This is an optimization exercise on Yosys and OpenROAD, whose aim is small area, not a production implementation. RTL that was checked went through simulation tests only; none was proved equivalent to the original. The flow treats the clock pin as an ideal source, which a real chip does not have. Power and IR drop assume default switching activity.

Setup of before:
==> flow/design.v <==
module top(
    input  logic        clk,
    input  logic        SW,          
    input  logic [63:0] pattern,     
    output logic        _48b         
);
    logic reset;
    assign reset = ~SW;
    logic [63:0] ra, ry;             
    logic [5:0]  d;                  
    logic        tpar;               
    logic        pol;
    logic        fresh;
    logic        inpass;             
    logic [9:1]  L;                  
    logic        E;                  
    logic [7:0]  R0;                 
    assign pol = ~tpar;
    logic ld;
    assign ld = reset & fresh;
    logic a0, a1, a7, a8, a9, a15;
    assign a0  = ra[0]  ^ pol;
    assign a1  = ra[1]  ^ pol;
    assign a7  = ra[7]  ^ pol;
    assign a8  = ra[8]  ^ pol;
    assign a9  = ra[9]  ^ pol;
    assign a15 = ra[15] ^ pol;
    logic h_alive;                   
    logic t1, t7, t8, t9, t15;       
    assign h_alive = a0  & (ry[0]  | fresh);
    assign t1      = a1  & (ry[1]  | fresh);
    assign t7      = a7  & (ry[7]  | fresh);
    assign t8      = a8  & (ry[8]  | fresh);
    assign t9      = a9  & (ry[9]  | fresh);
    assign t15     = a15 & (ry[15] | fresh);
    logic c0, c7, r0, r7;
    assign c0 = (d[2:0] == 3'd0);
    assign c7 = (d[2:0] == 3'd7);
    assign r0 = (d[5:3] == 3'd0);
    assign r7 = (d[5:3] == 3'd7);
    logic cl1, cl2, cr1, cr2, cm;
    assign cl1 = c0 ? t7 : L[9];
    assign cl2 = r7 ? R0[0] : (c0 ? t15 : t7);
    assign cr1 = c7 ? E : t1;
    assign cr2 = r7 ? R0[6] : (c7 ? t1 : t9);
    assign cm  = r7 ? R0[7] : t8;
    logic u0, u1, b0, b1, s0, s1, z0, z1, one;
    assign {u1, u0} = L[1] + cl1 + cl2;
    assign {b1, b0} = L[7] + cr1 + cr2;
    assign {s1, s0} = L[8] + cm;
    assign {z1, z0} = u0 + b0 + s0;
    assign one = ((z1 ^ u1) & ~(b1 | s1)) | ((b1 ^ s1) & ~(z1 | u1));
    logic h_dead1, h_dead2, new_alive, new_a, new_y;
    assign h_dead1   = ~a0 & ry[0] & ~fresh;
    assign h_dead2   = a0 & ~ry[0] & ~fresh;
    assign new_alive = one & (z0 | h_alive);
    assign new_a     = new_alive | h_dead1;
    assign new_y     = new_alive | h_alive;
    always_ff @(posedge clk) begin
        for (int k = 0; k < 63; k++)
            ra[k] <= ~((ld | ra[k+1]) & (SW | pattern[k]));
        ra[63] <= ~((ld | (inpass ? new_a ^ pol : ra[0])) & (SW | pattern[63]));
        ry <= {inpass ? new_y : ry[0], ry[63:1]};
        L  <= {L[8:1], h_alive};
        if (c0) E <= L[8];
        R0 <= {R0[6:0], (inpass & r0) ? h_alive : R0[7]};
    end
    logic [3:0] ph;                  
    logic       sh, sd;
    logic [4:0] w;
    logic       idle, fpar;
    logic [2:0] blk;
    logic       N, CB;
    logic we, wlast, slot_end, frame_end, idle_end, enter_gap;
    assign we        = (ph == 4'd1);
    assign sh        = (ph == 4'd2) | (ph == 4'd4) | (ph == 4'd9) | (ph == 4'd3) | (ph == 4'd6);
    assign sd        = (ph == 4'd13) | (ph == 4'd10) | (ph == 4'd5) | (ph == 4'd11) | (ph == 4'd7);
    assign wlast     = we & (w == 5'd31);
    assign slot_end  = wlast & ~idle;
    assign frame_end = slot_end & (d[4:0] == 5'd1) & (d[5] == fpar);
    assign idle_end  = wlast & idle & blk[2];
    assign enter_gap = (slot_end & ~frame_end) | idle_end;
    logic restart;
    assign restart = idle_end | reset;
    always_ff @(posedge clk) begin
        ph <= reset ? 4'd12 : enter_gap ? 4'd8 : {ph[2:0], ph[3] ^ ph[2]};
        w <= (reset | enter_gap) ? 5'd7 : w + {4'd0, we};
        blk <= restart ? 3'd0 : blk + {2'd0, wlast & idle};
        idle <= ~restart & (idle | frame_end);
        fpar <= ~reset & (fpar ^ frame_end);
        d <= reset ? 6'd0 : d + {5'd0, ~slot_end};
        tpar <= ~(reset | tpar);
    end
    always_ff @(posedge clk) begin
        if (reset) begin
            inpass <= 1'b0; fresh <= 1'b1;
        end else if (d == 6'd63) begin
            inpass <= idle & (blk == 3'd0) & (w[4:2] == 3'b001);
            if (inpass) fresh <= 1'b0;
        end
    end
    logic n_in;
    always_comb begin
        if (idle) n_in = h_alive;
        else case (w[4:3])
            2'd1: n_in = h_dead2;        
            2'd2: n_in = h_dead1;        
            2'd3: n_in = t1;             
            default: n_in = h_alive;     
        endcase
    end
    always_ff @(posedge clk) begin
        if (d == 6'd0) N <= n_in;
        if (we && w[2:0] == 3'd7) CB <= N;
    end
    assign _48b = ~idle & (sh | (sd & CB));
endmodule
Settings: LEC_CHECK=0, CAP_MARGIN=20, CORE_MARGIN=2, CORE_UTILIZATION=40, SLEW_MARGIN=20; clock period 10.0 ns.
standard.sh (not shown) runs the stock make flow with config.mk's settings and CLKGATE_MAP_FILE= SYNTH_SCRIPT=/design/flow/synth_recipe.tcl, a recipe that flattens the netlist after the stock synthesis.
==> flow/flow/run.sh <==
#!/bin/bash
# Standard layout, with the port buffers made of the smallest buffer cell,
# a clock tree of small buffers without dummy loads, and the clock buffers
# that drive slow edges upsized after clock tree synthesis.
set -euo pipefail
here=$(pwd)
export BUFFER_PORTS_ARGS="-buffer_cell sky130_fd_sc_hd__buf_1"
export CTS_ARGS="-sink_clustering_enable -repair_clock_nets -dont_use_dummy_load -buf_list sky130_fd_sc_hd__clkbuf_4"
export POST_CTS_TCL="$here/flow/post_cts.tcl"
bash standard.sh > standard.log 2>&1
==> flow/flow/post_cts.tcl <==
# After clock tree synthesis: trade the ample setup slack for smaller cells,
# then upsize the clock buffers whose flip-flop loads would see a slow edge.
estimate_parasitics -placement
repair_timing -recover_power 100 -setup_margin 1.0
set upsized 0
foreach inst [get_cells clkbuf*] {
  if { [get_property $inst ref_name] != "sky130_fd_sc_hd__clkbuf_4" } { continue }
  set net [get_nets -of_objects [get_pins [get_full_name $inst]/X]]
  set worst 0
  foreach p [get_pins -of_objects $net -filter "direction == input"] {
    foreach prop {slew_max_rise slew_max_fall} {
      set s [get_property $p $prop]
      if { $s > $worst } { set worst $s }
    }
  }
  if { $worst > 0.122 } {
    puts "post_cts: upsizing [get_full_name $inst] (worst load slew $worst ns)"
    replace_cell $inst sky130_fd_sc_hd__clkbuf_8
    incr upsized
  }
}
detailed_placement
check_placement -verbose
estimate_parasitics -placement
The following lists how after was set up differently from before:
--- a/flow/design.v
+++ b/flow/design.v
@@ -61,43 +61,48 @@
             ra[k] <= ~((ld | ra[k+1]) & (SW | pattern[k]));
         ra[63] <= ~((ld | (inpass ? new_a ^ pol : ra[0])) & (SW | pattern[63]));
         ry <= {inpass ? new_y : ry[0], ry[63:1]};
         L  <= {L[8:1], h_alive};
         if (c0) E <= L[8];
-        R0 <= {R0[6:0], (inpass & r0) ? h_alive : R0[7]};
+        R0 <= {R0[6:0], r0 ? h_alive : R0[7]};
     end
-    logic [3:0] ph;                  
+    logic [2:0] m;
     logic       sh, sd;
     logic [4:0] w;
-    logic       idle, fpar;
+    logic       idle;                
     logic [2:0] blk;
     logic       N, CB;
-    logic we, wlast, slot_end, frame_end, idle_end, enter_gap;
-    assign we        = (ph == 4'd1);
-    assign sh        = (ph == 4'd2) | (ph == 4'd4) | (ph == 4'd9) | (ph == 4'd3) | (ph == 4'd6);
-    assign sd        = (ph == 4'd13) | (ph == 4'd10) | (ph == 4'd5) | (ph == 4'd11) | (ph == 4'd7);
+    logic mend, we, wlast, slot_end, half_end, frame_end, idle_end, enter_gap;
+    assign mend      = m[2] & ~m[1];
+    assign we        = mend & ~sh & ~sd;
+    assign idle      = ~(blk[2] & blk[1]);
     assign wlast     = we & (w == 5'd31);
     assign slot_end  = wlast & ~idle;
-    assign frame_end = slot_end & (d[4:0] == 5'd1) & (d[5] == fpar);
-    assign idle_end  = wlast & idle & blk[2];
+    assign half_end  = wlast & (d[4:0] == 5'd1);
+    assign frame_end = slot_end & half_end & blk[0];
+    assign idle_end  = wlast & blk[2] & ~blk[1];
     assign enter_gap = (slot_end & ~frame_end) | idle_end;
     logic restart;
     assign restart = idle_end | reset;
     always_ff @(posedge clk) begin
-        ph <= reset ? 4'd12 : enter_gap ? 4'd8 : {ph[2:0], ph[3] ^ ph[2]};
+        m <= reset ? 3'b011 : enter_gap ? 3'b110 : {m[1], m[0], ~(m[2] | m[1])};
+        if (reset) begin
+            sh <= 1'b0; sd <= 1'b0;
+        end else if (mend) begin
+            sh <= ~sh & ~sd & ~enter_gap;
+            sd <= sh;
+        end
         w <= (reset | enter_gap) ? 5'd7 : w + {4'd0, we};
-        blk <= restart ? 3'd0 : blk + {2'd0, wlast & idle};
-        idle <= ~restart & (idle | frame_end);
-        fpar <= ~reset & (fpar ^ frame_end);
+        blk <= restart ? 3'd6 : blk + {2'd0, (wlast & idle) | half_end};
         d <= reset ? 6'd0 : d + {5'd0, ~slot_end};
         tpar <= ~(reset | tpar);
     end
     always_ff @(posedge clk) begin
         if (reset) begin
             inpass <= 1'b0; fresh <= 1'b1;
         end else if (d == 6'd63) begin
-            inpass <= idle & (blk == 3'd0) & (w[4:2] == 3'b001);
+            inpass <= (blk == 3'd0) & (w[4:2] == 3'b001);
             if (inpass) fresh <= 1'b0;
         end
     end
     logic n_in;
     always_comb begin
Findings:
Relative to before, the post-synthesis instance total of after is lower by 2.7%.
before was larger in final cell area than after.
Higher count of sequential standard cells was reported by before, not after.
[after vs before] area after synthesis: lower in after
Reported for after and before, total of buffers placed on input and output ports turned out identical to the last digit.
For before, only the layout was checked, not whether the RTL still works.

* * *

top, a different RTL version from the one above (not shown whole).
For scale: ~170 flip-flops, about 67 I/O pins.
==> module top, before the edit <==
module top(
    input  logic        clk,
    input  logic        SW,          
    input  logic [63:0] pattern,     
    output logic        _48b         
);
    logic reset;
    assign reset = ~SW;
    logic [63:0] ra, ry;             
    logic [5:0]  d;                  
    logic        tpar;               
    logic        pol;
    logic        F;                  
    logic        idle;               
    logic        fresh;              
    logic        inpass;             
    assign fresh  = F & ~idle;
    assign inpass = F & idle;
    logic [8:1]  L;                  
    logic        N;                  
    logic [7:0]  R0;                 
    logic        CB;                 
    assign pol = ~tpar;
    logic ld;
    assign ld = reset & F;
    logic a0, a1, a7, a8, a9, a15;
    assign a0  = ra[0]  ^ pol;
    assign a1  = ra[1]  ^ pol;
    assign a7  = ra[7]  ^ pol;
    assign a8  = ra[8]  ^ pol;
    assign a9  = ra[9]  ^ pol;
    assign a15 = ra[15] ^ pol;
    logic h_alive;                   
    logic t1, t7, t8, t9, t15;       
    assign h_alive = a0  & (ry[0]  | fresh);
    assign t1      = a1  & ry[1];
    assign t7      = a7  & ry[7];
    assign t8      = a8  & ry[8];
    assign t9      = a9  & ry[9];
    assign t15     = a15 & ry[15];
    logic c0, c7, r0, r7;
    assign c0 = (d[2:0] == 3'd0);
    assign c7 = (d[2:0] == 3'd7);
    assign r0 = (d[5:3] == 3'd0);
    assign r7 = (d[5:3] == 3'd7);
    logic cl1, cl2, cr1, cr2, cm;
    assign cl1 = c0 ? t7 : N;
    assign cl2 = r7 ? R0[0] : (c0 ? t15 : t7);
    assign cr1 = c7 ? CB : t1;
    assign cr2 = r7 ? R0[6] : (c7 ? t1 : t9);
    assign cm  = r7 ? R0[7] : t8;
    logic u0, u1, b0, b1, s0, s1, z0, z1, one;
    assign {u1, u0} = L[1] + cl1 + cl2;
    assign {b1, b0} = L[7] + cr1 + cr2;
    assign {s1, s0} = L[8] + cm;
    assign {z1, z0} = u0 + b0 + s0;
    assign one = ((z1 ^ u1) & ~(b1 | s1)) | ((b1 ^ s1) & ~(z1 | u1));
    logic h_dead1, h_dead2, new_alive, new_a, new_y;
    assign h_dead1   = ~a0 & ry[0];
    assign h_dead2   = a0 & ~ry[0];
    assign new_alive = one & (z0 | h_alive);
    assign new_a     = new_alive | h_dead1;
    assign new_y     = new_alive | h_alive;
    always_ff @(posedge clk) begin
        for (int k = 0; k < 63; k++)
            ra[k] <= ~((ld | ra[k+1]) & (SW | pattern[k]));
        ra[63] <= ~((ld | (inpass ? new_a ^ pol : ra[0])) & (SW | pattern[63]));
        ry <= {inpass ? new_y : fresh ? a0 : ry[0], ry[63:1]};
        L  <= {L[7:1], h_alive};
        R0 <= {R0[6:0], r0 ? h_alive : R0[7]};
    end
    logic [2:0] m;
    logic       sh, sd;
    logic [4:0] w;
    logic [2:0] blk;
    logic mend, we, wlast, slot_end, half_end, frame_end, idle_end, enter_gap;
    assign mend      = m[2] & ~m[1];
    assign we        = mend & ~sh & ~sd;
    assign idle      = ~(blk[2] & blk[1]);
    assign wlast     = we & (w == 5'd31);
    assign slot_end  = wlast & ~idle;
    assign half_end  = wlast & (d[4:0] == 5'd0);
    assign frame_end = slot_end & half_end & blk[0];
    assign idle_end  = wlast & blk[2] & ~blk[1];
    assign enter_gap = (slot_end & ~frame_end) | idle_end;
    logic restart;
    assign restart = idle_end | reset;
    always_ff @(posedge clk) begin
        m <= reset ? 3'b011 : enter_gap ? 3'b110 : {m[1], m[0], ~(m[2] | m[1])};
        if (reset) begin
            sh <= 1'b0; sd <= 1'b0;
        end else if (mend) begin
            sh <= ~sh & ~sd & ~enter_gap;
            sd <= sh;
        end
        w <= (reset | enter_gap) ? 5'd7 : w + {4'd0, we};
        blk <= restart ? 3'd6 : blk + {2'd0, (wlast & idle) | half_end};
        d <= reset ? 6'd63 : d + {5'd0, ~enter_gap};
        tpar <= ~(reset | tpar);
    end
    always_ff @(posedge clk) begin
        if (reset) begin
            F <= 1'b1;
        end else if (idle) begin
            if (d == 6'd63) F <= (blk == 3'd0) & (w[4:2] == 3'b001);
        end else if (wlast) F <= 1'b0;
    end
    logic n_in;
    always_comb begin
        case (w[4:3])
            2'd1: n_in = h_dead2;        
            2'd2: n_in = h_dead1;        
            2'd3: n_in = t1;             
            default: n_in = h_alive;     
        endcase
    end
    always_ff @(posedge clk) begin
        if (inpass) N <= L[8];
        else if (d == 6'd63) N <= n_in;
        if (inpass) begin
            if (c0) CB <= L[8];
        end else if (we && w[2:0] == 3'd7) CB <= N;
    end
    assign _48b = ~idle & (sh | (sd & CB));
endmodule
export LEC_CHECK = 0
export CAP_MARGIN = 20
export CORE_MARGIN = 2
export CORE_UTILIZATION = 70
export SLEW_MARGIN = 20
create_clock -name core_clock -period 10.0 [get_ports {clk}]
==> flow/flow/run.sh <==
#!/bin/bash
# The standard layout (standard.sh) with these changes:
# - synthesis maps the logic with an area-oriented ABC script
#   (flow/abc_area.script in place of ORFS's abc_speed.script), with no
#   separate adder mapping (ADDER_MAP_FILE empty);
# - port buffers are the smallest buffer cell;
# - the clock tree uses small buffers and no dummy loads;
# - after clock tree synthesis, spare setup slack is traded for smaller
#   cells and clock buffers that drive slow edges are upsized
#   (flow/post_cts.tcl);
# - after global routing, large repair buffers are downsized where no slew
#   or capacitance limit is then violated (flow/post_grt.tcl).
set -euo pipefail
here=$(pwd)
rm -rf "$here/scripts_area"
cp -r "$FLOW_HOME/scripts" "$here/scripts_area"
cp "$here/flow/abc_area.script" "$here/scripts_area/abc_speed.script"
ADDER_MAP_FILE= SCRIPTS_DIR="$here/scripts_area" bash standard.sh synth > synth.log 2>&1
export BUFFER_PORTS_ARGS="-buffer_cell sky130_fd_sc_hd__buf_1"
export CTS_ARGS="-sink_clustering_enable -repair_clock_nets -dont_use_dummy_load -buf_list sky130_fd_sc_hd__clkbuf_4"
export POST_CTS_TCL="$here/flow/post_cts.tcl"
export POST_GLOBAL_ROUTE_TCL="$here/flow/post_grt.tcl"
bash standard.sh > standard.log 2>&1
Other scripts of this flow, unchanged in this note and not shown: flow/flow/abc_area.script, flow/flow/post_cts.tcl, flow/flow/post_grt.tcl
Change:
--- a/flow/design.v
+++ b/flow/design.v
@@ -10,19 +10,14 @@
     logic [5:0]  d;                  
     logic        tpar;               
     logic        pol;
-    logic        F;                  
-    logic        idle;               
-    logic        fresh;              
+    logic        fresh;
     logic        inpass;             
-    assign fresh  = F & ~idle;
-    assign inpass = F & idle;
-    logic [8:1]  L;                  
-    logic        N;                  
+    logic [9:1]  L;                  
     logic [7:0]  R0;                 
     logic        CB;                 
     assign pol = ~tpar;
     logic ld;
-    assign ld = reset & F;
+    assign ld = reset & fresh;
     logic a0, a1, a7, a8, a9, a15;
     assign a0  = ra[0]  ^ pol;
     assign a1  = ra[1]  ^ pol;
@@ -44,7 +39,7 @@
     assign r0 = (d[5:3] == 3'd0);
     assign r7 = (d[5:3] == 3'd7);
     logic cl1, cl2, cr1, cr2, cm;
-    assign cl1 = c0 ? t7 : N;
+    assign cl1 = c0 ? t7 : L[9];
     assign cl2 = r7 ? R0[0] : (c0 ? t15 : t7);
     assign cr1 = c7 ? CB : t1;
     assign cr2 = r7 ? R0[6] : (c7 ? t1 : t9);
@@ -66,13 +61,15 @@
             ra[k] <= ~((ld | ra[k+1]) & (SW | pattern[k]));
         ra[63] <= ~((ld | (inpass ? new_a ^ pol : ra[0])) & (SW | pattern[63]));
         ry <= {inpass ? new_y : fresh ? a0 : ry[0], ry[63:1]};
-        L  <= {L[7:1], h_alive};
+        L  <= {L[8:1], h_alive};
         R0 <= {R0[6:0], r0 ? h_alive : R0[7]};
     end
     logic [2:0] m;
     logic       sh, sd;
     logic [4:0] w;
+    logic       idle;                
     logic [2:0] blk;
+    logic       N;
     logic mend, we, wlast, slot_end, half_end, frame_end, idle_end, enter_gap;
     assign mend      = m[2] & ~m[1];
     assign we        = mend & ~sh & ~sd;
@@ -100,10 +97,11 @@
     end
     always_ff @(posedge clk) begin
         if (reset) begin
-            F <= 1'b1;
-        end else if (idle) begin
-            if (d == 6'd63) F <= (blk == 3'd0) & (w[4:2] == 3'b001);
-        end else if (wlast) F <= 1'b0;
+            inpass <= 1'b0; fresh <= 1'b1;
+        end else begin
+            if (d == 6'd63) inpass <= (blk == 3'd0) & (w[4:2] == 3'b001);
+            if (wlast) fresh <= 1'b0;
+        end
     end
     logic n_in;
     always_comb begin
@@ -115,8 +113,7 @@
         endcase
     end
     always_ff @(posedge clk) begin
-        if (inpass) N <= L[8];
-        else if (d == 6'd63) N <= n_in;
+        if (d == 6'd63) N <= n_in;
         if (inpass) begin
             if (c0) CB <= L[8];
         end else if (we && w[2:0] == 3'd7) CB <= N;
Die area came out lower by 0.36%.
Design area came out lower by 0.49%.
Area after synthesis came out lower by 0.38%.
Wire length came out higher by 8.0%.
Flip-flop and latch count came out higher by 2.
Worst hold slack gets better by 3.4 ps.
Global-route usage came out higher by 2.2 points.
Worst setup slack gets worse by 750 ps.
Total power came out higher by 5.3%.
Sequential power came out higher by 7.1%.
Utilization came out lower by 0.39 points.
No functional check of the RTL was part of any run of this note.

[re-timing with driven ports]
The flow's constraints put no driver on any port. The routed layouts listed below were extracted and timed again, unchanged, in two steps.
Step 1: set_driving_cell puts a clkbuf_16 on clk and a buf_2 on each other input, an assumption about the parent block.
Step 2 times the ports against the registers' clock, not the clock port: input delays grow and output delays shrink by t, the midpoint of the rising clock arrivals with the driver on.
Slacks: ideal / step 1 / step 2; pairs: ideal / step 1.
run	t (ns)	setup slack, ns	hold WS [ns]	clock arrival spread, ns	cell pins on the clock port's net
before	0.449	6.122 / 6.127 / 5.685	0.314 / 0.314 / 0.314	0.034 / 0.034	1
after	0.431	6.267 / 6.267 / 5.991	0.315 / 0.315 / 0.315	0.034 / 0.034	1
the first run of note 2	0.428	6.646 / 6.654 / 6.226	0.308 / 0.308 / 0.308	0.040 / 0.040	1
the second run of note 2	0.427	5.895 / 5.898 / 5.471	0.311 / 0.311 / 0.311	0.040 / 0.041	1
After both steps setup and hold are still met in every run listed. The setup slack of before, which loses most, moves by +0.005 ns with the drivers and by -0.437 ns with both steps.
